What follows belongs to an exercise in optimizing a design on an open flow for small area; a production flow would make more cautious choices.
Only simulation tests tie the RTL to the original design; equivalence was not proved.
Power is estimated from default activity; no workload was simulated.

<file path="design.v">
module swap_v_layout
#(
    parameter W = 6,
    parameter H = 6,
    parameter S = 1
)
(
    input   wire[(W*H*S - 1):0] src,
    output  wire[(W*H*S - 1):0] dst
);
genvar i;
generate
    for (i = 0; i < H; i = i + 1) 
    begin : loop
        assign dst[(W*S*(i + 1) - 1):(W*S*i)] = src[(W*S*(H - i) - 1):(W*S*(H - i - 1))];
    end
endgenerate
endmodule
module swap_h_layout
#(
    parameter W = 6,
    parameter H = 6,
    parameter S = 1
)
(
    input   wire[(W*H*S - 1):0] src,
    output  wire[(W*H*S - 1):0] dst
);
genvar i, j;
generate
    for (i = 0; i < H; i = i + 1)
    begin : row_loop
        localparam line = i * W * S;
        for (j = 0; j < W; j = j + 1)
        begin : block_loop
            assign dst[line + S * (j + 1) - 1 : line + (S * j)] = 
                   src[line + S * (W - j) - 1 : line + (S * (W - j - 1))];
        end
    end
endgenerate
endmodule
module rotate_l_layout
#(
    parameter W = 6,
    parameter H = 6,
    parameter S = 1
)
(
    input   wire[(W*H*S - 1):0] src,
    output  wire[(W*H*S - 1):0] dst
);
genvar i, j;
generate
    for (i = 0; i < H; i = i + 1)
    begin : row_loop
        for (j = 0; j < W; j = j + 1)
        begin : block_loop
            localparam ij = W - j - 1;
            assign dst[(ij * H + i + 1) * S - 1 : (ij * H + i) * S] = 
                   src[(i * W + j + 1) * S - 1 : (i * W + j) * S];
        end
    end
endgenerate
endmodule
module rotate_r_layout
#(
    parameter W = 6,
    parameter H = 6,
    parameter S = 1
)
(
    input   wire[(W*H*S - 1):0] src,
    output  wire[(W*H*S - 1):0] dst
);
genvar i, j;
generate
    for (i = 0; i < H; i = i + 1)
    begin : row_loop
        for (j = 0; j < W; j = j + 1)
        begin : block_loop
            localparam ii = H - i - 1;
            assign dst[(j * H + ii + 1) * S - 1 : (j * H + ii) * S] = 
                   src[(i * W + j + 1) * S - 1 : (i * W + j) * S];
        end
    end
endgenerate
endmodule
/*verilator lint_off UNOPTFLAT*/
module wall_layout
(
    input wire[3:0] x,
    input wire[3:0] y,
    input wire left,
    input wire top,
    input wire right,
    input wire bottom,
    output wire value
);
localparam EMPTY    = 4'b0000;
localparam SINGLE   = 4'b0001;
localparam ANGLED   = 4'b0011;
localparam STRAIGHT = 4'b0101;
localparam TRIPLE   = 4'b0111;
localparam FULL     = 4'b1111;
wire[5:0] sx;
wire[5:0] sy;
wire v_line;
wire h_line;
wire[35:0] core[15:0];
assign core[EMPTY] =   {6'b000000, 
                        6'b000000,
                        6'b000000,
                        6'b000000,
                        6'b000000,
                        6'b000000};
assign core[SINGLE] =  {6'b000000,
                        6'b001100,
                        6'b010010,
                        6'b010010,
                        6'b010010,
                        6'b010010};
swap_v_layout   T(.src(core[SINGLE]), .dst(core[4'b0100]));
rotate_l_layout R(.src(core[SINGLE]), .dst(core[4'b0010]));
rotate_r_layout L(.src(core[SINGLE]), .dst(core[4'b1000]));
assign core[ANGLED] =  {6'b000000, 
                        6'b000001,
                        6'b000110,
                        6'b001000,
                        6'b001000,
                        6'b010001};
swap_h_layout   LB(.src(core[ANGLED]), .dst(core[4'b1001]));
swap_v_layout   TR(.src(core[ANGLED]), .dst(core[4'b0110]));
swap_h_layout   LT(.src(core[4'b0110]), .dst(core[4'b1100]));
assign core[STRAIGHT]= {6'b010010,
                        6'b010010,
                        6'b010010,
                        6'b010010,
                        6'b010010,
                        6'b010010};
rotate_l_layout   LR(.src(core[STRAIGHT]), .dst(core[4'b1010]));
assign core[TRIPLE] =  {6'b010001,
                        6'b010000,
                        6'b010000,
                        6'b010000,
                        6'b010000,
                        6'b010001};
swap_h_layout     TRB(.src(core[TRIPLE]), .dst(core[4'b1101]));
rotate_l_layout   LTR(.src(core[TRIPLE]), .dst(core[4'b1110]));
rotate_r_layout   LRB(.src(core[TRIPLE]), .dst(core[4'b1011]));
assign core[FULL] =    {6'b100001, 
                        6'b000000,
                        6'b001100,
                        6'b001100,
                        6'b000000,
                        6'b100001};
assign sx = 10 - x;
assign sy = 10 - y; 
assign v_line = (top & (y < 5)) | (bottom & (y > 10));
assign h_line = (left & (x < 5)) | (right & (x > 10));
assign value =  ((x > 4) & (x < 11) & (y > 4) & (y < 11)) ? 
                core[{left, top, right, bottom}][(sy << 2) + (sy << 1) + sx] :
                ((h_line & ((y == 6) | (y == 9))) | (v_line & ((x == 6) | (x == 9))));
endmodule
module food_layout
(
    input wire[3:0] x,
    input wire[3:0] y,
    input wire[1:0] ftype,
    output wire[1:0] value
);
wire[31:0] pixels[3:0];
assign pixels[0] = {8'b00000000,
                    8'b00000000,
                    8'b00000000,
                    8'b00000000};
assign pixels[1] = {8'b00000000,
                    8'b00101000,
                    8'b00101000,
                    8'b00000000};
assign pixels[2] = {8'b00101000,
                    8'b10010110,
                    8'b10010110,
                    8'b00101000};
assign pixels[3] = {8'b10101010,
                    8'b10111110,
                    8'b10111110,
                    8'b10101010};
wire[4:0] index;
wire[1:0] sx;
assign sx = 4'd9 - x;
wire[1:0] sy;
assign sy = 4'd9 - y;
assign index = {sy, sx, 1'b0};
assign value = ((x > 5) & (x < 10) & (y > 5) & (y < 10)) ? {pixels[ftype][index + 1], pixels[ftype][index]} : 0;
endmodule
module delay
(
    input wire clk,
    input wire set,
    input wire rst,
    input wire[7:0] ms,
    output wire free
);
localparam low_counter_size = $clog2(100000 / 1000) - 1;
localparam[low_counter_size:0] ticks_per_ms = 100000 / 1000;
reg[7:0] counter;
reg[low_counter_size:0] low_counter;
assign free = (counter == 0); 
always @(posedge clk)
begin
    if(rst)
        {counter, low_counter} <= 0;
    else if(set)
        {counter, low_counter} <= {ms, ticks_per_ms};
    else if(low_counter > 0)
        low_counter <= low_counter - 1;
    else if(counter > 0)
        {counter, low_counter} <= {counter - 8'd1, ticks_per_ms};
end
endmodule
module tft_spi
(
    input wire rst,
    input wire clk,
    input wire [7:0]data,
    input wire transmit,
    output reg tft_mosi,
    output wire tft_clk,
    output reg busy
);
reg [2:0] transmit_counter;
reg tft_cs;
assign tft_clk = ~tft_cs;
always @(posedge clk)
begin
    if (rst)
    begin
        transmit_counter <= 0;
        tft_mosi <= 1;
        busy <= 0;
        tft_cs <= 1;
    end
    else
    begin
        if (~busy)
        begin
            tft_mosi <= 1;
            tft_cs <= 1;
        end
        if (transmit && ~busy)
        begin
            transmit_counter <= 7;
            busy <= 1;
        end
        if (busy)
        begin
            tft_mosi <= data[transmit_counter];
            transmit_counter <= transmit_counter - 1;
            busy <= transmit_counter != 0;
            tft_cs <= 0;
        end
    end
end
endmodule
module tft_init
(
    input wire clk,
    input wire rst,
    input wire enable,
    input wire tft_busy,
    input wire tft_transmit,
    input wire[7:0] wait_ms,
    output wire ready,
    output wire[7:0] data,
    output wire dc,
    output wire send,
    output wire busy
);
localparam DC_COUNT = 46;
reg[9:0] entry;
always @(*)
begin
    case (index)
        0:  entry = {2'b10, 8'hff};
        1:  entry = {2'b00, 8'hc0};
        2:  entry = {2'b01, 8'h17};
        3:  entry = {2'b01, 8'h15};
        4:  entry = {2'b00, 8'hc1};
        5:  entry = {2'b01, 8'h41};
        6:  entry = {2'b00, 8'hc5};
        7:  entry = {2'b01, 8'h00};
        8:  entry = {2'b01, 8'h12};
        9:  entry = {2'b01, 8'h80};
        10: entry = {2'b00, 8'h36};
        11: entry = {2'b01, 8'h48};
        12: entry = {2'b00, 8'h3a};
        13: entry = {2'b01, 8'h66};
        14: entry = {2'b00, 8'hb0};
        15: entry = {2'b01, 8'h80};
        16: entry = {2'b00, 8'hb1};
        17: entry = {2'b01, 8'ha0};
        18: entry = {2'b00, 8'hb6};
        19: entry = {2'b01, 8'h02};
        20: entry = {2'b01, 8'h02};
        21: entry = {2'b00, 8'he9};
        22: entry = {2'b01, 8'h00};
        23: entry = {2'b00, 8'hf7};
        24: entry = {2'b01, 8'ha9};
        25: entry = {2'b01, 8'h51};
        26: entry = {2'b01, 8'h2c};
        27: entry = {2'b01, 8'h82};
        28: entry = {2'b00, 8'h11};
        29: entry = {2'b10, 8'hff};
        30: entry = {2'b00, 8'h29};
        31: entry = {2'b00, 8'h00};
        32: entry = {2'b00, 8'h34};
        33: entry = {2'b10, 8'hff};
        34: entry = {2'b00, 8'h2a};
        35: entry = {2'b01, 8'h00};
        36: entry = {2'b01, 8'h00};
        37: entry = {2'b01, 8'h01};
        38: entry = {2'b01, 8'h3f};
        39: entry = {2'b00, 8'h2b};
        40: entry = {2'b01, 8'h00};
        41: entry = {2'b01, 8'h00};
        42: entry = {2'b01, 8'h01};
        43: entry = {2'b01, 8'hdf};
        44: entry = {2'b00, 8'h2c};
        45: entry = {2'b10, 8'h00};
        default: entry = 10'bxxxxxxxxxx;
    endcase
end
reg[5:0] index;
reg set_wait_delay;
wire not_wait;
assign busy = (index < DC_COUNT) & enable;
delay wait_delay
(
    .clk(clk),
    .set(set_wait_delay),
    .rst(rst),
    .ms(wait_ms),
    .free(not_wait)
);
assign ready = busy & (~tft_busy) & (~tft_transmit) & not_wait & (~set_wait_delay);
wire wait_bit_is_up = entry[9];
assign data = entry[7:0];
assign dc = entry[8];
assign send = ~wait_bit_is_up;
always @(posedge clk)
begin
    if(rst)
        index <= 0;
    else if(ready)
        index <= index + 1;
end
always @(posedge clk)
begin
    if(rst)
        set_wait_delay <= 0;
    else
        set_wait_delay <= ready & wait_bit_is_up;
end
endmodule
module scene_exhibitor
(
    input wire clk,
    input wire rst,
    input wire tft_busy,
    input wire tft_transmit,
    input wire enable,
    input wire left,
    input wire top,
    input wire right,
    input wire bottom,
    input wire[1:0] ftype,
    output reg[8:0] x_index,
    output reg[8:0] y_index,
    output wire cell_next,       
    output wire cell_back,       
    output wire scene_end,       
    output wire ready,
    output reg[7:0] data,
    output wire busy
);
localparam HEIGHT = 480;
reg[1:0] color_index;
wire[8:0] x_shifted;
wire[8:0] y_shifted;
assign x_shifted = x_index + 9'd16;
assign y_shifted = y_index + 9'd16;
wire[11:0] gradient_index;
assign gradient_index = ({1'h0, x_index} << 1) + x_index + ({1'h0, y_index} << 1);  
wire[7:0] wall_color;
assign wall_color = color_index == 0 ? 8'h78 - gradient_index[11:4] :
                        color_index == 1 ? gradient_index[11:4] : 8'ha5;
assign busy = (y_index < HEIGHT) & enable;
reg[7:0] food_color;
always @(*)
begin
    case ({color_index, food_value})
        {2'd0, 2'd1}: food_color = 8'hff;
        {2'd1, 2'd1}: food_color = 8'ha5;
        {2'd0, 2'd2}: food_color = 8'hff;
        {2'd1, 2'd2}: food_color = 8'hc0;
        {2'd2, 2'd2}: food_color = 8'hcb;
        {2'd0, 2'd3}: food_color = 8'hff;
        default: food_color = 8'h00;
    endcase
end
wire wall_value;
wall_layout w_layout
(
    .x(x_shifted[4:1]),
    .y(y_shifted[4:1]),
    .left(left),
    .top(top),
    .right(right),
    .bottom(bottom),
    .value(wall_value)
);
wire[1:0] food_value;
food_layout f_layout
(
    .x(x_index[4:1]),
    .y(y_index[4:1]),
    .ftype(ftype),
    .value(food_value)
);
always @(*)
begin
    if(food_value != 0)
        data = food_color;
    else if(wall_value)
        data = wall_color;
    else
        data = 0;  
end
wire exceeded_x_index;
assign exceeded_x_index = (x_index == 320);
assign ready = busy & (~tft_busy) & (~tft_transmit) & (~exceeded_x_index);
assign cell_next = ready & (color_index == 2) & (x_index[4:0] == 5'd31);
assign cell_back = exceeded_x_index & (y_index[4:0] != 5'd31);
assign scene_end = exceeded_x_index & (y_index == 9'd479);
always @(posedge clk)
begin
    if(rst)
        color_index <= 0;
    else if(ready)
        color_index <= color_index == 2 ? 2'd0 : color_index + 2'd1;
end
always @(posedge clk)
begin
    if(rst)
        x_index <= 0;
    else if(exceeded_x_index)
        x_index <= 0;
    else if(ready)
        x_index <= x_index + (color_index == 2 ? 9'd1 : 9'd0);
end
always @(posedge clk)
begin
    if(rst)
        y_index <= 0;
    else
        y_index <= y_index + exceeded_x_index;
end
endmodule
module player
#(
    parameter size = 22
)
(
    input wire rst,
    input wire clk,
    input wire enable,
    input wire tft_busy,
    input wire tft_transmit,
    output reg tft_dc,
    output reg[7:0] tft_data,
    output wire send,
    output reg busy,
    input wire[8:0] x,
    input wire[8:0] y,
    input wire[1:0] direction
);
    function [21:0] sprite_row;
        input [1:0] anim;
        input [4:0] r;
        begin
            case ({anim, r})
                {2'd0, 5'd0}: sprite_row = 22'b0000000111111110000000;
                {2'd0, 5'd1}: sprite_row = 22'b0000011111111111100000;
                {2'd0, 5'd2}: sprite_row = 22'b0000111111111111110000;
                {2'd0, 5'd3}: sprite_row = 22'b0001111111111111111000;
                {2'd0, 5'd4}: sprite_row = 22'b0011111111111111111100;
                {2'd0, 5'd5}: sprite_row = 22'b0111111111111101111110;
                {2'd0, 5'd6}: sprite_row = 22'b0111111111111111111110;
                {2'd0, 5'd7}: sprite_row = 22'b1111111111111111111111;
                {2'd0, 5'd8}: sprite_row = 22'b1111111111111111111111;
                {2'd0, 5'd9}: sprite_row = 22'b1111111111111111111111;
                {2'd0, 5'd10}: sprite_row = 22'b1111111111111111111111;
                {2'd0, 5'd11}: sprite_row = 22'b1111111111111111111111;
                {2'd0, 5'd12}: sprite_row = 22'b1111111111111111111111;
                {2'd0, 5'd13}: sprite_row = 22'b1111111111111111111111;
                {2'd0, 5'd14}: sprite_row = 22'b1111111111111111111111;
                {2'd0, 5'd15}: sprite_row = 22'b0111111111111111111110;
                {2'd0, 5'd16}: sprite_row = 22'b0111111111111111111110;
                {2'd0, 5'd17}: sprite_row = 22'b0011111111111111111100;
                {2'd0, 5'd18}: sprite_row = 22'b0001111111111111111000;
                {2'd0, 5'd19}: sprite_row = 22'b0000111111111111110000;
                {2'd0, 5'd20}: sprite_row = 22'b0000011111111111100000;
                {2'd0, 5'd21}: sprite_row = 22'b0000000111111110000000;
                {2'd1, 5'd0}: sprite_row = 22'b0000000000000000000000;
                {2'd1, 5'd1}: sprite_row = 22'b0000010000000000100000;
                {2'd1, 5'd2}: sprite_row = 22'b0000111000000001110000;
                {2'd1, 5'd3}: sprite_row = 22'b0001111000000001111000;
                {2'd1, 5'd4}: sprite_row = 22'b0011111100000011111100;
                {2'd1, 5'd5}: sprite_row = 22'b0111111100000011111110;
                {2'd1, 5'd6}: sprite_row = 22'b0111111110000111111110;
                {2'd1, 5'd7}: sprite_row = 22'b1111111110000111011111;
                {2'd1, 5'd8}: sprite_row = 22'b1111111111001111111111;
                {2'd1, 5'd9}: sprite_row = 22'b1111111111001111111111;
                {2'd1, 5'd10}: sprite_row = 22'b1111111111111111111111;
                {2'd1, 5'd11}: sprite_row = 22'b1111111111111111111111;
                {2'd1, 5'd12}: sprite_row = 22'b1111111111111111111111;
                {2'd1, 5'd13}: sprite_row = 22'b1111111111111111111111;
                {2'd1, 5'd14}: sprite_row = 22'b1111111111111111111111;
                {2'd1, 5'd15}: sprite_row = 22'b0111111111111111111110;
                {2'd1, 5'd16}: sprite_row = 22'b0111111111111111111110;
                {2'd1, 5'd17}: sprite_row = 22'b0011111111111111111100;
                {2'd1, 5'd18}: sprite_row = 22'b0001111111111111111000;
                {2'd1, 5'd19}: sprite_row = 22'b0000111111111111110000;
                {2'd1, 5'd20}: sprite_row = 22'b0000011111111111100000;
                {2'd1, 5'd21}: sprite_row = 22'b0000000111111110000000;
                {2'd2, 5'd0}: sprite_row = 22'b0000000000000000000000;
                {2'd2, 5'd1}: sprite_row = 22'b0000000000000000000000;
                {2'd2, 5'd2}: sprite_row = 22'b0000000000000000000000;
                {2'd2, 5'd3}: sprite_row = 22'b0000000000000000000000;
                {2'd2, 5'd4}: sprite_row = 22'b0011000000000000001100;
                {2'd2, 5'd5}: sprite_row = 22'b0111100000000000011110;
                {2'd2, 5'd6}: sprite_row = 22'b0111110000000000111110;
                {2'd2, 5'd7}: sprite_row = 22'b1111111000000001111111;
                {2'd2, 5'd8}: sprite_row = 22'b1111111100000011111111;
                {2'd2, 5'd9}: sprite_row = 22'b1111111110000111111111;
                {2'd2, 5'd10}: sprite_row = 22'b1111111111001111110111;
                {2'd2, 5'd11}: sprite_row = 22'b1111111111111111111111;
                {2'd2, 5'd12}: sprite_row = 22'b1111111111111111111111;
                {2'd2, 5'd13}: sprite_row = 22'b1111111111111111111111;
                {2'd2, 5'd14}: sprite_row = 22'b1111111111111111111111;
                {2'd2, 5'd15}: sprite_row = 22'b0111111111111111111110;
                {2'd2, 5'd16}: sprite_row = 22'b0111111111111111111110;
                {2'd2, 5'd17}: sprite_row = 22'b0011111111111111111100;
                {2'd2, 5'd18}: sprite_row = 22'b0001111111111111111000;
                {2'd2, 5'd19}: sprite_row = 22'b0000111111111111110000;
                {2'd2, 5'd20}: sprite_row = 22'b0000011111111111100000;
                {2'd2, 5'd21}: sprite_row = 22'b0000000111111110000000;
                default: sprite_row = 22'b0;
            endcase
        end
    endfunction
reg[4:0] pixel_counter_x, pixel_counter_y;
reg[3:0] selection_counter;
reg[1:0] sub_pixel_counter;
reg[8:0] x_min, y_min, x_max, y_max;
reg[8:0] x_new, y_new;
reg drawing_background;
reg[11:0] animation_step;
wire[1:0] anim = (animation_step[11:10] == 2'd3) ? 2'd1 : animation_step[11:10];
reg[4:0] rot_r, rot_c;
always @(*)
begin
    case (direction)
        2'd3: begin rot_r = pixel_counter_y;       rot_c = pixel_counter_x;       end
        2'd0: begin rot_r = 5'd21 - pixel_counter_x; rot_c = pixel_counter_y;     end
        2'd1: begin rot_r = 5'd21 - pixel_counter_y; rot_c = 5'd21 - pixel_counter_x; end
        default: begin rot_r = pixel_counter_x;    rot_c = 5'd21 - pixel_counter_y; end
    endcase
end
wire[21:0] srow = sprite_row(anim, rot_r);
wire sprite_bit = srow[5'd21 - rot_c];
wire at_end = (pixel_counter_x == 0) & (pixel_counter_y == size);
wire in_sprite = (pixel_counter_x != size) & (pixel_counter_y != size);
wire step = ~tft_busy & ~tft_transmit;
always @(posedge clk)
begin
    if (~rst & enable)
    begin
        if (!busy)
        begin
            if (x_new == x && y_new == y)
            begin
                x_min <= x_new;
                x_max <= x_new + size - 1;
                y_min <= y_new;
                y_max <= y_new + size - 1;
            end
            else if (x_new == x)
            begin
                x_min <= x_new;
                x_max <= x_new + size - 1;
                if (y_new < y)
                begin
                    y_min <= y_new;
                    y_max <= y - 1;
                end
                else
                begin
                    y_min <= size + y + 1;
                    y_max <= size + y_new - 1;
                end
            end
            else if (y_new == y)
            begin
                y_min <= y_new;
                y_max <= y_new + size - 1;
                if (x_new < x)
                begin
                    x_min <= x_new;
                    x_max <= x - 1;
                end
                else
                begin
                    x_min <= size + x + 1;
                    x_max <= size + x_new - 1;
                end
            end
            else
            begin
                x_min <= x_new;
                x_max <= x_new + size - 1;
                y_min <= y_new;
                y_max <= y_new + size - 1;
            end
        end
        else if (step)
        begin
            if (selection_counter == 12 & at_end & drawing_background)
            begin
                x_min <= x_new;
                y_min <= y_new;
                x_max <= x_new + size - 1;
                y_max <= y_new + size - 1;
            end
        end
    end
end
wire send_command = (selection_counter > 0) & (selection_counter < 12);
wire send_pixel = (selection_counter == 12) & in_sprite;
assign send = ~rst & enable & busy & step & (send_command | send_pixel);
always @(*)
begin
    if (send_command)
    begin
        case(selection_counter)
            1:  {tft_dc, tft_data} = {1'b0, 8'h2a};
            2:  {tft_dc, tft_data} = {1'b1, 7'b0, x_min[8:8]};
            3:  {tft_dc, tft_data} = {1'b1,       x_min[7:0]};
            4:  {tft_dc, tft_data} = {1'b1, 7'b0, x_max[8:8]};
            5:  {tft_dc, tft_data} = {1'b1,       x_max[7:0]};
            6:  {tft_dc, tft_data} = {1'b0, 8'h2b};
            7:  {tft_dc, tft_data} = {1'b1, 7'b0, y_min[8:8]};
            8:  {tft_dc, tft_data} = {1'b1,       y_min[ 7:0]};
            9:  {tft_dc, tft_data} = {1'b1, 7'b0, y_max[8:8]};
            10: {tft_dc, tft_data} = {1'b1,       y_max[ 7:0]};
            default: {tft_dc, tft_data} = {1'b0, 8'h2c};
        endcase
    end
    else
        {tft_dc, tft_data} = {1'b1, (~drawing_background & sprite_bit & (sub_pixel_counter != 2)) ? 8'hff : 8'h00};
end
always @(posedge clk)
begin
    if (rst)
    begin
        drawing_background <= 0;
        animation_step <= 0;
    end
    else if (enable)
    begin
        if (!busy)
        begin
            animation_step <= animation_step + 1;
            drawing_background <= ~(x_new == x && y_new == y);
        end
        else if (step & selection_counter == 12 & at_end)
        begin
            drawing_background <= ~drawing_background;
        end
    end
end
always @(posedge clk)
begin
    if (rst)
    begin
        pixel_counter_x <= 0;
        pixel_counter_y <= 0;
        sub_pixel_counter <= 0;
    end
    else if (enable)
    begin
        if (!busy)
        begin
            pixel_counter_x <= 0;
            pixel_counter_y <= 0;
        end
        else if (step)
        begin
            if (selection_counter == 12 & in_sprite)
            begin
                sub_pixel_counter <= sub_pixel_counter == 2 ? 2'd0 : sub_pixel_counter + 2'd1;
                if (sub_pixel_counter == 2)
                begin
                    pixel_counter_x <= pixel_counter_x == size - 1 ? 5'd0 : pixel_counter_x + 5'd1;
                    pixel_counter_y <= pixel_counter_x == size - 1 ? pixel_counter_y + 5'd1 : pixel_counter_y;
                end
            end
            else if (at_end & drawing_background)
            begin
                pixel_counter_x <= 0;
                pixel_counter_y <= 0;
            end
        end
    end
end
always @(posedge clk)
begin
    if (rst)
        busy <= 0;
    else if (enable)
    begin
        if (!busy)
            busy <= 1;
        else if (step & selection_counter == 12 & at_end & ~drawing_background)
            busy <= 0;
    end
end
always @(posedge clk)
begin
    if (rst)
    begin
        x_new <= 5;
        y_new <= 5;
    end
    else if (enable & !busy)
    begin
        x_new <= x;
        y_new <= y;
    end
end
always @(posedge clk)
begin
    if (rst)
        selection_counter <= 0;
    else if (enable)
    begin
        if (!busy)
            selection_counter <= 1;
        else if (step)
        begin
            if (selection_counter > 0 & selection_counter < 12)
                selection_counter <= selection_counter + 1;
            else if (at_end & drawing_background)
                selection_counter <= 1;
        end
    end
end
endmodule
module segment_display
(
    input wire[31:0] number,
    output wire[6:0] disp
);
assign disp =
        number ==  0 ? 7'b1000000 :
        number ==  1 ? 7'b1111001 :
        number ==  2 ? 7'b0100100 :
        number ==  3 ? 7'b0110000 :
        number ==  4 ? 7'b0011001 :
        number ==  5 ? 7'b0010010 :
        number ==  6 ? 7'b0000010 :
        number ==  7 ? 7'b1111000 :
        number ==  8 ? 7'b0000000 :
        number ==  9 ? 7'b0010000 :
        number == 10 ? 7'b0001000 :
        number == 11 ? 7'b0000011 :
        number == 12 ? 7'b1000110 :
        number == 13 ? 7'b0100001 :
        number == 14 ? 7'b0000110 :
        number == 15 ? 7'b0001110 : 7'b1000000;
endmodule
module Maze
(
    input clk,                       
    input true_rst,                  
    input wire button_1,             
    input wire button_2,             
    input wire button_3,             
    input wire button_4,             
    input wire[7:0] seed,
    output wire tft_clk,             
    output wire tft_mosi,            
    output wire tft_dc,              
    output wire tft_rst,             
    output wire tft_cs,              
    output wire[6:0] hex_disp_1,     
    output wire[6:0] hex_disp_2,     
    output wire[6:0] hex_disp_3,     
    output wire[6:0] hex_disp_4      
);
    function [7:0] rnd_p1;
        input [7:0] v;
        begin
            rnd_p1[0] = v[0] ^ v[1];
            rnd_p1[1] = v[1] ^ v[2];
            rnd_p1[2] = v[2] ^ v[3];
            rnd_p1[3] = v[0] ^ v[1] ^ v[3] ^ v[4];
            rnd_p1[4] = v[0] ^ v[1] ^ v[2] ^ v[4] ^ v[5];
            rnd_p1[5] = v[0] ^ v[1] ^ v[2] ^ v[3] ^ v[5] ^ v[6];
            rnd_p1[6] = v[1] ^ v[2] ^ v[3] ^ v[4] ^ v[6] ^ v[7];
            rnd_p1[7] = v[0] ^ v[2] ^ v[4] ^ v[5] ^ v[7];
        end
    endfunction
    function [7:0] rnd_m1;
        input [7:0] v;
        begin
            rnd_m1[0] = v[0] ^ v[1] ^ v[5] ^ v[6] ^ v[7];
            rnd_m1[1] = v[1] ^ v[5] ^ v[6] ^ v[7];
            rnd_m1[2] = v[5] ^ v[6] ^ v[7];
            rnd_m1[3] = v[2] ^ v[5] ^ v[6] ^ v[7];
            rnd_m1[4] = v[0] ^ v[2] ^ v[3] ^ v[5] ^ v[6] ^ v[7];
            rnd_m1[5] = v[2] ^ v[3] ^ v[4];
            rnd_m1[6] = v[0] ^ v[3] ^ v[4] ^ v[5];
            rnd_m1[7] = v[1] ^ v[4] ^ v[5] ^ v[6];
        end
    endfunction
    function [7:0] rnd_p10;
        input [7:0] v;
        begin
            rnd_p10[0] = v[0] ^ v[4] ^ v[6] ^ v[7];
            rnd_p10[1] = v[1] ^ v[2] ^ v[3] ^ v[7];
            rnd_p10[2] = v[1] ^ v[3] ^ v[5];
            rnd_p10[3] = v[3] ^ v[4] ^ v[6];
            rnd_p10[4] = v[0] ^ v[2] ^ v[4] ^ v[5] ^ v[6] ^ v[7];
            rnd_p10[5] = v[2] ^ v[3] ^ v[4] ^ v[5] ^ v[7];
            rnd_p10[6] = v[0] ^ v[1] ^ v[3] ^ v[5] ^ v[6];
            rnd_p10[7] = v[0] ^ v[2] ^ v[3] ^ v[6] ^ v[7];
        end
    endfunction
    function [7:0] rnd_m10;
        input [7:0] v;
        begin
            rnd_m10[0] = v[1] ^ v[3] ^ v[5] ^ v[6];
            rnd_m10[1] = v[1] ^ v[2] ^ v[6] ^ v[7];
            rnd_m10[2] = v[0] ^ v[1] ^ v[2] ^ v[5] ^ v[7];
            rnd_m10[3] = v[2] ^ v[4] ^ v[5] ^ v[6];
            rnd_m10[4] = v[1] ^ v[4] ^ v[6];
            rnd_m10[5] = v[1] ^ v[2] ^ v[4] ^ v[5] ^ v[7];
            rnd_m10[6] = v[1] ^ v[2] ^ v[3] ^ v[5];
            rnd_m10[7] = v[0] ^ v[1] ^ v[2] ^ v[4];
        end
    endfunction
    function [7:0] rnd_p105;
        input [7:0] v;
        begin
            rnd_p105[0] = v[0] ^ v[1] ^ v[2] ^ v[3] ^ v[5] ^ v[6] ^ v[7];
            rnd_p105[1] = v[0] ^ v[3] ^ v[4] ^ v[5] ^ v[6] ^ v[7];
            rnd_p105[2] = v[1] ^ v[4] ^ v[6] ^ v[7];
            rnd_p105[3] = v[3] ^ v[7];
            rnd_p105[4] = v[4] ^ v[5];
            rnd_p105[5] = v[2] ^ v[3] ^ v[5] ^ v[7];
            rnd_p105[6] = v[0] ^ v[2] ^ v[3] ^ v[5];
            rnd_p105[7] = v[0] ^ v[2] ^ v[6] ^ v[7];
        end
    endfunction
localparam DIR_UP = 0;
localparam DIR_RIGHT = 1;
localparam DIR_DOWN = 2;
localparam DIR_LEFT = 3;
wire rst;
reg soft_rst;
assign rst = ~(true_rst & soft_rst);
assign tft_rst = ~rst;
assign tft_cs = 0;
reg init_enable, scene_enable, player_enable;
reg[7:0] random_seed;
reg[7:0] rnd;
wire[7:0] seed_value = random_seed ? random_seed : 8'd1;
always @(posedge clk)
begin
    if (rst)
        rnd <= seed_value;
    else
        rnd <= rnd_p1(rnd);
end
always @(posedge clk)
begin
    if (~true_rst)
        random_seed <= seed;
    else if (rst)
        random_seed <= random_seed + 1;
end
reg[7:0] g;                  
wire filling_stage = (g < 165);
always @(posedge clk)
begin
    if (rst)
        g <= 0;
    else if (filling_stage)
        g <= g + 1;
end
reg[2:0] crux1, crux2, crux3;
always @(posedge clk)
begin
    if (g == 151) crux1 <= rnd[2:0];
    if (g == 152) crux2 <= rnd[2:0];
    if (g == 153) crux3 <= rnd[2:0];
end
reg[3:0] expansion_index;
wire expansion_done = (expansion_index == 15);
reg[8:0] player_pos_x, player_pos_y;     
wire[3:0] px = player_pos_x[8:5];
wire[3:0] py = player_pos_y[8:5];
wire[8:0] scene_x, scene_y;
wire[8:0] sxs = scene_x + 9'd16;
wire[8:0] sys = scene_y + 9'd16;
wire[3:0] bx = scene_enable ? sxs[8:5] : px;
wire[3:0] by = scene_enable ? sys[8:5] : py;
wire[14:0] BXg;
wire[19:0] BYg;
genvar i, j;
generate
    for (i = 0; i < 15; i = i + 1)
    begin : bx_dec
        if (i >= 2 && i <= 12)
            assign BXg[i] = (bx == i - 2);
        else
            assign BXg[i] = 1'b0;
    end
    for (i = 0; i < 20; i = i + 1)
    begin : by_dec
        if (i >= 2 && i <= 17)
            assign BYg[i] = (by == i - 2);
        else
            assign BYg[i] = 1'b0;
    end
endgenerate
reg[139:0] hw;       
reg[134:0] vw;       
wire[15:0] Hm, H0, Hp;
wire[10:0] Vm, V0, Vp;
generate
    for (i = 0; i < 16; i = i + 1)
    begin : h_first
        if (i == 0 || i == 15)
        begin : border
            assign Hm[i] = 1'b1;
            assign H0[i] = 1'b1;
            assign Hp[i] = 1'b1;
        end
        else
        begin : inner
            wire[9:0] row = hw[(i - 1) * 10 +: 10];
            assign Hm[i] = |(row & BXg[12:3]);
            assign H0[i] = |(row & BXg[11:2]);
            assign Hp[i] = |(row & BXg[10:1]);
        end
    end
    for (i = 0; i < 11; i = i + 1)
    begin : v_first
        if (i == 0 || i == 10)
        begin : border
            assign Vm[i] = 1'b1;
            assign V0[i] = 1'b1;
            assign Vp[i] = 1'b1;
        end
        else
        begin : inner
            wire[14:0] col;
            for (j = 0; j < 15; j = j + 1)
            begin : bits
                assign col[j] = vw[j * 9 + i - 1];
            end
            assign Vm[i] = |(col & BYg[17:3]);
            assign V0[i] = |(col & BYg[16:2]);
            assign Vp[i] = |(col & BYg[15:1]);
        end
    end
endgenerate
wire h_0_m1 = |(H0 & BYg[18:3]);     
wire h_0_0  = |(H0 & BYg[17:2]);     
wire h_0_p1 = |(H0 & BYg[16:1]);     
wire h_0_p2 = |(H0 & BYg[15:0]);     
wire h_m_0  = |(Hm & BYg[17:2]);     
wire h_m_p1 = |(Hm & BYg[16:1]);     
wire h_p_0  = |(Hp & BYg[17:2]);     
wire h_p_p1 = |(Hp & BYg[16:1]);     
wire v_0_m1 = |(V0 & BXg[13:3]);     
wire v_0_0  = |(V0 & BXg[12:2]);     
wire v_0_p1 = |(V0 & BXg[11:1]);     
wire v_0_p2 = |(V0 & BXg[10:0]);     
wire v_m_0  = |(Vm & BXg[12:2]);     
wire v_m_p1 = |(Vm & BXg[11:1]);     
wire v_p_0  = |(Vp & BXg[12:2]);     
wire v_p_p1 = |(Vp & BXg[11:1]);     
reg[149:0] flags;    
wire[9:0] Frow;      
wire[14:0] Fcol;     
generate
    for (i = 0; i < 10; i = i + 1)
    begin : f_row
        wire[14:0] col;
        for (j = 0; j < 15; j = j + 1)
        begin : bits
            assign col[j] = flags[j * 10 + i];
        end
        assign Frow[i] = |(col & BYg[16:2]);
    end
    for (i = 0; i < 15; i = i + 1)
    begin : f_col
        assign Fcol[i] = |(flags[i * 10 +: 10] & BXg[11:2]);
    end
endgenerate
wire f_self  = |(Frow & BXg[11:2]);
wire f_left  = |(Frow & BXg[12:3]);
wire f_right = |(Frow & BXg[10:1]);
wire f_up    = |(Fcol & BYg[17:3]);
wire f_down  = |(Fcol & BYg[15:1]);
wire[3:0] valid_directions;
assign valid_directions[DIR_UP]    = (py > 0)  & h_0_m1 & h_0_0 & v_m_0 & v_m_p1;
assign valid_directions[DIR_RIGHT] = (px < 9)  & v_0_p1 & v_0_p2 & h_p_0 & h_p_p1;
assign valid_directions[DIR_DOWN]  = (py < 14) & h_0_p1 & h_0_p2 & v_p_0 & v_p_p1;
assign valid_directions[DIR_LEFT]  = (px > 0)  & v_0_m1 & v_0_0 & h_m_0 & h_m_p1;
wire have_valid_direction = |valid_directions;
wire[1:0] r0 = rnd[1:0];
wire[1:0] direction_gen = valid_directions[r0] ? r0 :
                          valid_directions[r0 + 2'd1] ? r0 + 2'd1 :
                          valid_directions[r0 + 2'd2] ? r0 + 2'd2 : r0 + 2'd3;
wire gen_active = ~filling_stage & ~expansion_done;
wire walking_stage = gen_active & (have_valid_direction | (px != 0) | (py != 0));
wire expansion_stage = gen_active & ~walking_stage;
wire maze_gen_busy = filling_stage | gen_active;
wire push = walking_stage & have_valid_direction;
wire pop = walking_stage & ~have_valid_direction;
wire back_up    = ~h_0_0 & f_up;
wire back_right = ~v_0_p1 & f_right;
wire back_down  = ~h_0_p1 & f_down;
always @(posedge clk)
begin
    if (rst)
        expansion_index <= 0;
    else if (expansion_stage)
        expansion_index <= expansion_index + 1;
end
wire[3:0] e = rnd[3:0];
wire[3:0] rnd_9    = (e < 9)  ? e : (e - 4'd9);
wire[3:0] rnd_10   = (e < 10) ? e : (e - 4'd10);
wire[3:0] rnd_1_14 = (e < 14) ? (e + 4'd1) : (e - 4'd13);
wire[3:0] rnd_15   = (e < 15) ? e : 4'd0;
wire push_up    = push & (direction_gen == DIR_UP);
wire push_down  = push & (direction_gen == DIR_DOWN);
wire push_right = push & (direction_gen == DIR_RIGHT);
wire push_left  = push & (direction_gen == DIR_LEFT);
wire push_h = push_up | push_down;
wire push_v = push_right | push_left;
wire[15:0] h_row_en;
wire[9:0] h_col_en;
wire[14:0] v_row_en;
wire[10:0] v_col_en;
generate
    for (i = 1; i < 15; i = i + 1)
    begin : h_row
        assign h_row_en[i] = (push_up & BYg[i + 2]) | (push_down & BYg[i + 1]) | (expansion_stage & (rnd_1_14 == i));
    end
    for (i = 0; i < 10; i = i + 1)
    begin : h_col
        assign h_col_en[i] = (push_h & BXg[i + 2]) | (expansion_stage & (rnd_10 == i));
    end
    for (i = 0; i < 15; i = i + 1)
    begin : v_row
        assign v_row_en[i] = (push_v & BYg[i + 2]) | (expansion_stage & (rnd_15 == i));
    end
    for (i = 1; i < 10; i = i + 1)
    begin : v_col
        assign v_col_en[i] = (push_left & BXg[i + 2]) | (push_right & BXg[i + 1]) | (expansion_stage & (rnd_9 + 4'd1 == i));
    end
endgenerate
assign h_row_en[0] = 1'b0;
assign h_row_en[15] = 1'b0;
assign v_col_en[0] = 1'b0;
assign v_col_en[10] = 1'b0;
generate
    for (i = 0; i < 140; i = i + 1)
    begin : h_loop
        wire clr = h_row_en[i / 10 + 1] & h_col_en[i % 10];
        if (i == 0)
        begin : special
            always @(posedge clk)
                if (g == 10)
                    hw[i] <= 1'b1;
                else if (clr)
                    hw[i] <= 1'b0;
        end
        else
        begin : normal
            always @(posedge clk)
                if (rst)
                    hw[i] <= 1'b1;
                else if (clr)
                    hw[i] <= 1'b0;
        end
    end
    for (i = 0; i < 135; i = i + 1)
    begin : v_loop
        wire clr = v_row_en[i / 9] & v_col_en[i % 9 + 1];
        if (i == 0)
        begin : special
            always @(posedge clk)
                if (g == 1)
                    vw[i] <= 1'b1;
                else if (clr)
                    vw[i] <= 1'b0;
        end
        else
        begin : normal
            always @(posedge clk)
                if (rst)
                    vw[i] <= 1'b1;
                else if (clr)
                    vw[i] <= 1'b0;
        end
    end
endgenerate
wire first_cell_step;
reg[1:0] direction;
reg button_1_reg, button_2_reg, button_3_reg, button_4_reg;
reg setting_direction;
reg path_free;
reg player_counter;
reg[16:0] sub_seconds_counter;
reg[15:0] seconds_counter;
reg[13:0] score;
reg[13:0] final_score;
wire player_busy;
assign first_cell_step = setting_direction & (player_pos_x[4:0] == 0) & (player_pos_y[4:0] == 0);
wire direction_1_free = player_enable ? ~v_0_p1 : ~vw[0];
wire direction_2_free = player_enable ? ~h_0_p1 : ~hw[0];
wire direction_3_free = player_enable & ~v_0_0;
wire direction_4_free = player_enable & ~h_0_0;
wire[1:0] direction_wire = button_1_reg & direction_1_free ? 2'd0 :
                           button_2_reg & direction_2_free ? 2'd1 :
                           button_3_reg & direction_3_free ? 2'd2 :
                           button_4_reg & direction_4_free ? 2'd3 : direction;
wire play_step = player_enable & ~player_busy;
wire eat = play_step & first_cell_step & ~f_self;
wire flag_we = gen_active | eat;
wire flag_wd = gen_active ? have_valid_direction : 1'b1;
generate
    for (i = 0; i < 150; i = i + 1)
    begin : flag_loop
        wire sel = flag_we & BYg[i / 10 + 2] & BXg[i % 10 + 2];
        always @(posedge clk)
        begin
            if (rst)
                flags[i] <= 1'b0;
            else if (sel)
                flags[i] <= flag_wd;
        end
    end
endgenerate
reg[7:0] food_rnd;       
wire scene_cell_next, scene_cell_back, scene_end;
wire[3:0] fx = scene_enable ? scene_x[8:5] : px;
wire[3:0] fy = scene_enable ? scene_y[8:5] : py;
wire[3:0] crux1_x = ((crux1 < 5) ? {1'b0, crux1} : {1'b0, crux1} - 4'd5) + 4'd5;
wire[3:0] crux1_y =  (crux1 < 7) ? {1'b0, crux1} : 4'd0;
wire[3:0] crux2_x =  (crux2 < 5) ? {1'b0, crux2} : {1'b0, crux2} - 4'd5;
wire[3:0] crux2_y = ((crux2 < 7) ? {1'b0, crux2} : 4'd0) + 4'd8;
wire[3:0] crux3_x = ((crux3 < 5) ? {1'b0, crux3} : {1'b0, crux3} - 4'd5) + 4'd5;
wire[3:0] crux3_y = ((crux3 < 7) ? {1'b0, crux3} : 4'd0) + 4'd8;
wire is_crux = ((fx == crux1_x) & (fy == crux1_y)) |
               ((fx == crux2_x) & (fy == crux2_y)) |
               ((fx == crux3_x) & (fy == crux3_y));
wire is_rare = food_rnd < 21;
wire[1:0] food_type = is_crux ? 2'd3 : (is_rare ? 2'd2 : 2'd1);
wire move = play_step & ~first_cell_step & (player_counter == 0) & path_free;
always @(posedge clk)
begin
    if (rst)
        food_rnd <= seed_value;
    else if (scene_cell_next)
        food_rnd <= rnd_p1(food_rnd);
    else if (scene_end)
        food_rnd <= rnd_p105(food_rnd);
    else if (scene_cell_back)
        food_rnd <= rnd_m10(food_rnd);
    else if (move)
    begin
        case (direction)
            0: if (player_pos_x[8:5] < 9 && player_pos_x[4:0] == 31) food_rnd <= rnd_p1(food_rnd);
            1: if (player_pos_y[8:5] < 14 && player_pos_y[4:0] == 31) food_rnd <= rnd_p10(food_rnd);
            2: if (player_pos_x > 0 && player_pos_x[4:0] == 0) food_rnd <= rnd_m1(food_rnd);
            3: if (player_pos_y > 0 && player_pos_y[4:0] == 0) food_rnd <= rnd_m10(food_rnd);
        endcase
    end
end
wire spi_busy;
reg tx;              
reg[7:0] tx_data;
reg tx_dc;
wire init_ready, init_dc, init_send, init_busy;
wire[7:0] init_data;
wire scene_ready, scene_busy;
wire[7:0] scene_data;
wire player_send, player_dc;
wire[7:0] player_data;
always @(posedge clk)
begin
    if (rst)
        tx <= 0;
    else
        tx <= (init_ready & init_send) | scene_ready | player_send;
end
always @(posedge clk)
begin
    if (init_ready)
        {tx_dc, tx_data} <= {init_dc, init_data};
    else if (scene_ready)
        {tx_dc, tx_data} <= {1'b1, scene_data};
    else if (player_send)
        {tx_dc, tx_data} <= {player_dc, player_data};
end
assign tft_dc = tx_dc;
tft_spi spi_transmitter
(
    .rst(rst),
    .clk(clk),
    .data(tx_data),
    .transmit(tx),
    .tft_mosi(tft_mosi),
    .tft_clk(tft_clk),
    .busy(spi_busy)
);
tft_init tft_initializer
(
    .clk(clk),
    .rst(rst),
    .enable(init_enable),
    .tft_busy(spi_busy),
    .tft_transmit(tx),
    .wait_ms(tx_data),
    .ready(init_ready),
    .data(init_data),
    .dc(init_dc),
    .send(init_send),
    .busy(init_busy)
);
scene_exhibitor scene
(
    .clk(clk),
    .rst(rst),
    .tft_busy(spi_busy),
    .tft_transmit(tx),
    .enable(scene_enable),
    .left(sxs[8:5] == 0 ? 1'b0 : h_m_0),
    .top(sys[8:5] == 0 ? 1'b0 : v_m_0),
    .right(sxs[8:5] == 10 ? 1'b0 : h_0_0),
    .bottom(sys[8:5] == 15 ? 1'b0 : v_0_0),
    .ftype(food_type),
    .x_index(scene_x),
    .y_index(scene_y),
    .cell_next(scene_cell_next),
    .cell_back(scene_cell_back),
    .scene_end(scene_end),
    .ready(scene_ready),
    .data(scene_data),
    .busy(scene_busy)
);
player player
(
    .clk(clk),
    .rst(rst),
    .tft_busy(spi_busy),
    .tft_transmit(tx),
    .busy(player_busy),
    .tft_dc(player_dc),
    .tft_data(player_data),
    .send(player_send),
    .enable(player_enable),
    .x(player_pos_x + 9'd5),
    .y(player_pos_y + 9'd5),
    .direction(direction)
);
segment_display display_1(.number(final_score[3:0]), .disp(hex_disp_1));
segment_display display_2(.number(final_score[7:4]), .disp(hex_disp_2));
segment_display display_3(.number(final_score[11:8]), .disp(hex_disp_3));
segment_display display_4(.number({2'b00, final_score[13:12]}), .disp(hex_disp_4));
always @(posedge clk)
begin
    button_1_reg <= ~button_1;
    button_2_reg <= ~button_2;
    button_3_reg <= ~button_3;
    button_4_reg <= ~button_4;
end
always @(posedge clk)
begin
    if (rst)
        soft_rst <= 1;
    else if (player_enable & (&flags))
        soft_rst <= 0;
end
always @(posedge clk)
begin
    if (rst)
        final_score <= 0;
    else
        final_score <= ({2'b00, score} < seconds_counter) ? 14'd0 : score - seconds_counter[13:0];
end
always @(posedge clk)
begin
    if (rst)
    begin
        init_enable <= 0;
        scene_enable <= 0;
        player_enable <= 0;
    end
    else
    begin
        if (~maze_gen_busy & ~init_enable & ~scene_enable & ~player_enable)
            init_enable <= 1;
        if (init_enable & ~init_busy)
        begin
            init_enable <= 0;
            scene_enable <= 1;
        end
        if (scene_enable & ~scene_busy)
        begin
            scene_enable <= 0;
            player_enable <= 1;
        end
    end
end
always @(posedge clk)
begin
    if (rst)
        setting_direction <= 1;
    else if (play_step)
    begin
        if (first_cell_step)
            setting_direction <= 0;
        else if (player_counter == 0)
            setting_direction <= 1;
    end
end
always @(posedge clk)
begin
    if (rst)
        direction <= 2;
    else if (first_cell_step)
        direction <= direction_wire;
end
always @(posedge clk)
begin
    if (rst)
        path_free <= 0;
    else if (first_cell_step)
        path_free <= ((direction_wire == 0) & direction_1_free) |
                     ((direction_wire == 1) & direction_2_free) |
                     ((direction_wire == 2) & direction_3_free) |
                     ((direction_wire == 3) & direction_4_free);
end
always @(posedge clk)
begin
    if (rst)
        score <= 150;
    else if (eat)
    begin
        case (food_type)
            2'd1: score <= score + 4;
            2'd2: score <= score + 16;
            default: score <= score + 64;
        endcase
    end
end
always @(posedge clk)
begin
    if (rst)
    begin
        player_pos_x <= 0;
        player_pos_y <= 0;
        player_counter <= 0;
    end
    else if (push)
    begin
        case (direction_gen)
            DIR_UP:    player_pos_y[8:5] <= py - 1;
            DIR_RIGHT: player_pos_x[8:5] <= px + 1;
            DIR_DOWN:  player_pos_y[8:5] <= py + 1;
            default:   player_pos_x[8:5] <= px - 1;
        endcase
    end
    else if (pop)
    begin
        if (back_up)
            player_pos_y[8:5] <= py - 1;
        else if (back_right)
            player_pos_x[8:5] <= px + 1;
        else if (back_down)
            player_pos_y[8:5] <= py + 1;
        else
            player_pos_x[8:5] <= px - 1;
    end
    else if (play_step & ~first_cell_step)
    begin
        player_counter <= ~player_counter;
        if (player_counter == 0)
        begin
            if (path_free)
            begin
                case (direction)
                    0: player_pos_x <= player_pos_x[8:5] < 9 ? player_pos_x + 1 : player_pos_x;
                    1: player_pos_y <= player_pos_y[8:5] < 14 ? player_pos_y + 1 : player_pos_y;
                    2: player_pos_x <= player_pos_x > 0 ? player_pos_x - 1 : player_pos_x;
                    3: player_pos_y <= player_pos_y > 0 ? player_pos_y - 1 : player_pos_y;
                endcase
            end
        end
    end
end
always @(posedge clk)
begin
    if (rst)
    begin
        sub_seconds_counter <= 100000 - 1;
        seconds_counter <= 0;
    end
    begin
        if (player_enable)
        begin
            sub_seconds_counter <= sub_seconds_counter == 0 ? 100000 - 1 : sub_seconds_counter - 1;
            seconds_counter <= sub_seconds_counter == 0 ? seconds_counter + 1 : seconds_counter;
        end
    end
end
endmodule
</file>
<file path="run.sh">
#!/bin/bash
# synth_recipe.tcl (not shown) runs the flow's synth.tcl, then flattens the netlist and writes it again
# the make line also repeats each setting of config.mk as NAME=value (left out here)
make -C /OpenROAD-flow-scripts/flow DESIGN_CONFIG=/design/flow/config.mk WORK_HOME=/design/flow/orfs CLKGATE_MAP_FILE= SYNTH_SCRIPT=/design/flow/synth_recipe.tcl finish
</file>
<file path="config.mk">
export PLATFORM = sky130hd
export DESIGN_NAME = Maze
export DESIGN_NICKNAME = Maze
export VERILOG_FILES = /design/flow/design.v
export SDC_FILE = /design/flow/constraint.sdc
export NUM_CORES = 4
export LEC_CHECK = 0
export CAP_MARGIN = 20
export CORE_MARGIN = 2
export CORE_UTILIZATION = 40
export PLACE_DENSITY = 0.6
export SLEW_MARGIN = 20
</file>
<file path="constraint.sdc">
create_clock -name core_clock -period 12.0 [get_ports {clk}]
set_input_delay 2.4000 -clock core_clock [delete_from_list [all_inputs] [get_ports {clk}]]
set_output_delay 2.4000 -clock core_clock [all_outputs]
set_load 0.01 [all_outputs]
</file>
==> summary.md <==
| Metric | Value |
|---|---|
| Vias in the first global route | 47,400 |
| Worst-path clk slew | 0.06 ns |
| Crit Path Class | flop to flop |
| Final min period | 8.50 ns |
| Leak | 18.2 nW |
| Synth warnings | 12 |
| Chip height | 355 µm |
| Core area | 122,000 µm² |
| Crit end category | flop |
| CTS Buf Count | 82 |
| H-Tree Depth | 3 |
| Pre-antenna DRT Iters | 10 |
| Critical path's slowest cell | a2111oi_0 |
| Die width | 355 µm |
| Status | finished clean |
| Final hold violations | 0 |
| Clock tree root buffer cell | clkbuf_16 |
| CP Buf/Inv Count | 3 |
| I/O pins | 47 |
| Grt total ovfl | 0 |
| # setup viols final | 0 |
| Starting Density | 0.404 |
| First-pass GRT wire length | 308,000 µm |
| Worst-margin pin slew | 1.27 ns |
| Post-Synthesis Cell Area | 49,300 µm² |
| Cell row count | 128 |
| RSZ-0062 raised after global routing | no |
| Antenna violations before repair | 2 |
| CP cell instances | a31oi_1 > o21a_1 > o211ai_1 > buf_4 > nor2_2 > buf_4 > a2111oi_0 > a31oi_1 > a21oi_1 > nand4_1 > o41ai_2 > o31ai_2 > nor4_4 > buf_4 > nand2_2 > or3_1 > o22a_1 > nor2_2 > a21oi_1 |
| Slew Viols, Final | 0 |
| Most frequent cells in the layout | a21oi_1 (643), dfxtp_1 (608), nand2_1 (554), nor2_1 (538), o21ai_0 (392) |
| Via count | 51,700 |
| Antenna Nets Post-Route | 0 |
| Post-CTS Setup Inserts | 0 |
| CP Max Fanout | 33 |
| Worst-case clock buffer depth | 3 |
| Cts-stage hold buffer count | 0 |
| Area Growth Syn to Fin | 9.20% |
| Gate count of the mapped netlist | 6,258 |
| Asr flop ratio synth | 0 |
| Post-place setup slack | 4.00 ns |
| Post-CTS sizing | 0 |
| # DRC | 0 |
| Critical Path RT | 12.55 ns |
| Synth Flop Type | dfxtp_1 |
| Buffers on Ports | 44 |
| CP delay by family, top | compound AO/OA/AOI/OAI gates |
| Top flop regs | flags x150, hw x140, vw x135 |
| Routed wire length | 207,000 µm |
| Commonest non-fill, non-tap cell in the layout | a21oi_1 |
| Post-DR vias/cell | 6.73 |
| Worst hold path class | flop to flop |
| Clock latency on the worst-skew pair | 0.74 ns |
| Largest stage delay, worst path | 1.01 ns |
| Post-DP HPWL | 140,000 µm |
| All-Layer GR Usage | 0.315 |
| Peak VDD IR | 0.126 mV |
| Max-Cap Viols | 0 |
| Post-synthesis sequential area ratio | 0.310 |
| Synth Register Bits | 712 |
| Share of cells above drive strength 1 | 0.0795 |
| Max Freq | 118 MHz |
| Routed len/inst | 26.9 µm |
| Syn_area_per_cell | 7.87 µm² |
| P per Cell Area | 111 nW/µm² |
| Top reg by flops | flags |
| Cell variety after synth | 121 |
| Number of flops mapped to enable cells by yosys | 103 |
| Max reg flops | 150 |
| Routability Congestion | 1.01 |
| CTS tree | built |
| Clk sink count | 712 |
| Nets@finish | 6,148 |
| WP data arrival | 9.05 ns |
| Tcrit/Tclk final | 0.709 |
| Largest net degree at the start of global routing | 93 |
| Total negative slack | 0 ns |
| Most Frequent Cell on Critical Path | buf_4 |
| Skew final | 0.0381 ns |
| Die area | 126,000 µm² |
| Core Util, Final | 0.441 |
| Final WS setup | 3.50 ns |
| Startpoint Class | flop |
| Slew Limit Headroom | 0.145 |
| Iteration-0 DRC Markers | 8,406 |
## worst min-delay path, cell delays in order (launching register included)
cell and delay (ns):
dfxtp_1 0.32, nand2_1 0.06, a21oi_1 0.05
## power by group
group	total (mW)	internal (mW)	switching [mW]
clock network	2.75	1.60	1.14
logic	0.713	0.258	0.454
registers	2.49	2.45	0.0359
total	5.95	4.31	1.63
## Yosys cell counts (43+ instances only)
| cell type | n | area [µm²] |
|---|---|---|
| or3_1 | 52 | 325 |
| mux2i_1 | 92 | 921 |
| inv_1 | 133 | 499 |
| nand2b_1 | 49 | 307 |
| a31oi_1 | 50 | 313 |
| nor3_1 | 96 | 480 |
| a22oi_1 | 213 | 1600 |
| xnor2_1 | 174 | 1520 |
| clkbuf_1 | 375 | 1410 |
| a21oi_1 | 644 | 3220 |
| and3_1 | 66 | 413 |
| nor2b_1 | 43 | 269 |
| mux2_2 | 43 | 484 |
| nand3_1 | 179 | 896 |
| a22o_1 | 49 | 429 |
| a222oi_1 | 61 | 611 |
| dfxtp_1 | 609 | 12200 |
| xor2_1 | 112 | 981 |
| edfxtp_1 | 103 | 3090 |
| nand4_1 | 240 | 1500 |
| buf_1 | 49 | 184 |
| o22a_1 | 147 | 1290 |
| a221oi_1 | 75 | 657 |
| ha_1 | 140 | 1750 |
| buf_2 | 93 | 465 |
| o21ai_0 | 393 | 1970 |
| a211oi_1 | 84 | 631 |
| o22ai_1 | 70 | 438 |
| nand2_1 | 558 | 2090 |
| nor2_1 | 554 | 2080 |
| o211ai_1 | 51 | 383 |
| a21o_1 | 63 | 473 |
| nor4_1 | 46 | 288 |
## path summary, 6_finish.rpt
check                                        startpoint                                    end  slack, ns  cells after the start
setup / recovery            scene.y_index[6]$_SDFF_PN0_                   hw[129]$_SDFFE_PN1P_       3.50                     19
hold / removal    player.animation_step[1]$_SDFFE_PN0P_  player.animation_step[1]$_SDFFE_PN0P_       0.48                      2
hold reg to reg   player.animation_step[1]$_SDFFE_PN0P_  player.animation_step[1]$_SDFFE_PN0P_       0.48                      2
setup reg to reg            scene.y_index[6]$_SDFF_PN0_                   hw[129]$_SDFFE_PN1P_       3.50                     19
## cell families (layout without fill, tap and decap cells)
kind of cell	after synthesis	after routing	synth area share
compound gates	2239	2239	0.308
simple gates	2029	2029	0.198
flops	712	712	0.310
buf+inv	687	478	0.0571
xor+xnor	291	291	0.0529
fa+ha+maj	151	151	0.0398
mux	148	148	0.0342
other cells	1	4	0.0000761
## stage by stage
| step | hold WS (ns) | instances | power (mW) | area, µm² |
|---|---|---|---|---|
| after floorplan | 0.442 | 6259 | 3.05 | 49300 |
| after global placement | 0.466 | 7523 | 3.22 | 50800 |
| after detailed placement | 0.474 | 7523 | 3.23 | 50800 |
| after CTS | 0.482 | 7673 | 5.97 | 53800 |
| after global routing | 0.512 | 7676 | 6.14 | 53800 |
| final | 0.480 | 7677 | 5.95 | 53800 |
## layout make-up
class                   instances  area (µm²)
fillers                     12200       68200
flip-flops and latches        712       15300
diodes                          2        5.00
repair buffers                186        1530
inverters                     142         533
multi-input cells            4860       31500
well taps                    1625        2030
clock inverters                50         637
clock buffers                 100        2270
## routing by layer
| metal | wire, µm | vias up | track usage |
|---|---|---|---|
| met4 | 12500 | 0 | 0.169 |
| li1 | - | 23000 | - |
| met3 | 22200 | 713 | 0.0714 |
| met2 | 87600 | 3221 | 0.467 |
| met5 | 0 | - | 0 |
| met1 | 84500 | 24700 | 0.424 |

-- static timing again, ports no longer ideal --
The results above use ideal ports. As a check the final layout listed here was re-extracted and re-timed, cells and wires unchanged.
Step 1: set_driving_cell puts a clkbuf_16 on clk and a buf_2 on each other input, an assumption about the parent block.
Step 2 times the ports against the registers' clock, not the clock port: input delays grow and output delays shrink by t, the midpoint of the rising clock arrivals with the driver on.
Three values: no drivers, after step 1, after step 2; two values: the first two.
t (ns): 0.796
setup slack, ns: 3.496 / 3.496 / 3.496
worst setup path after step 2: register to register
clock arrival spread, ns: 0.038 / 0.038
worst data-port slew with drivers (ns): 0.04
After both steps this run still meets setup and hold. For this run, drivers alone change the setup slack by 0.000 ns; drivers and shift together by 0.000 ns.
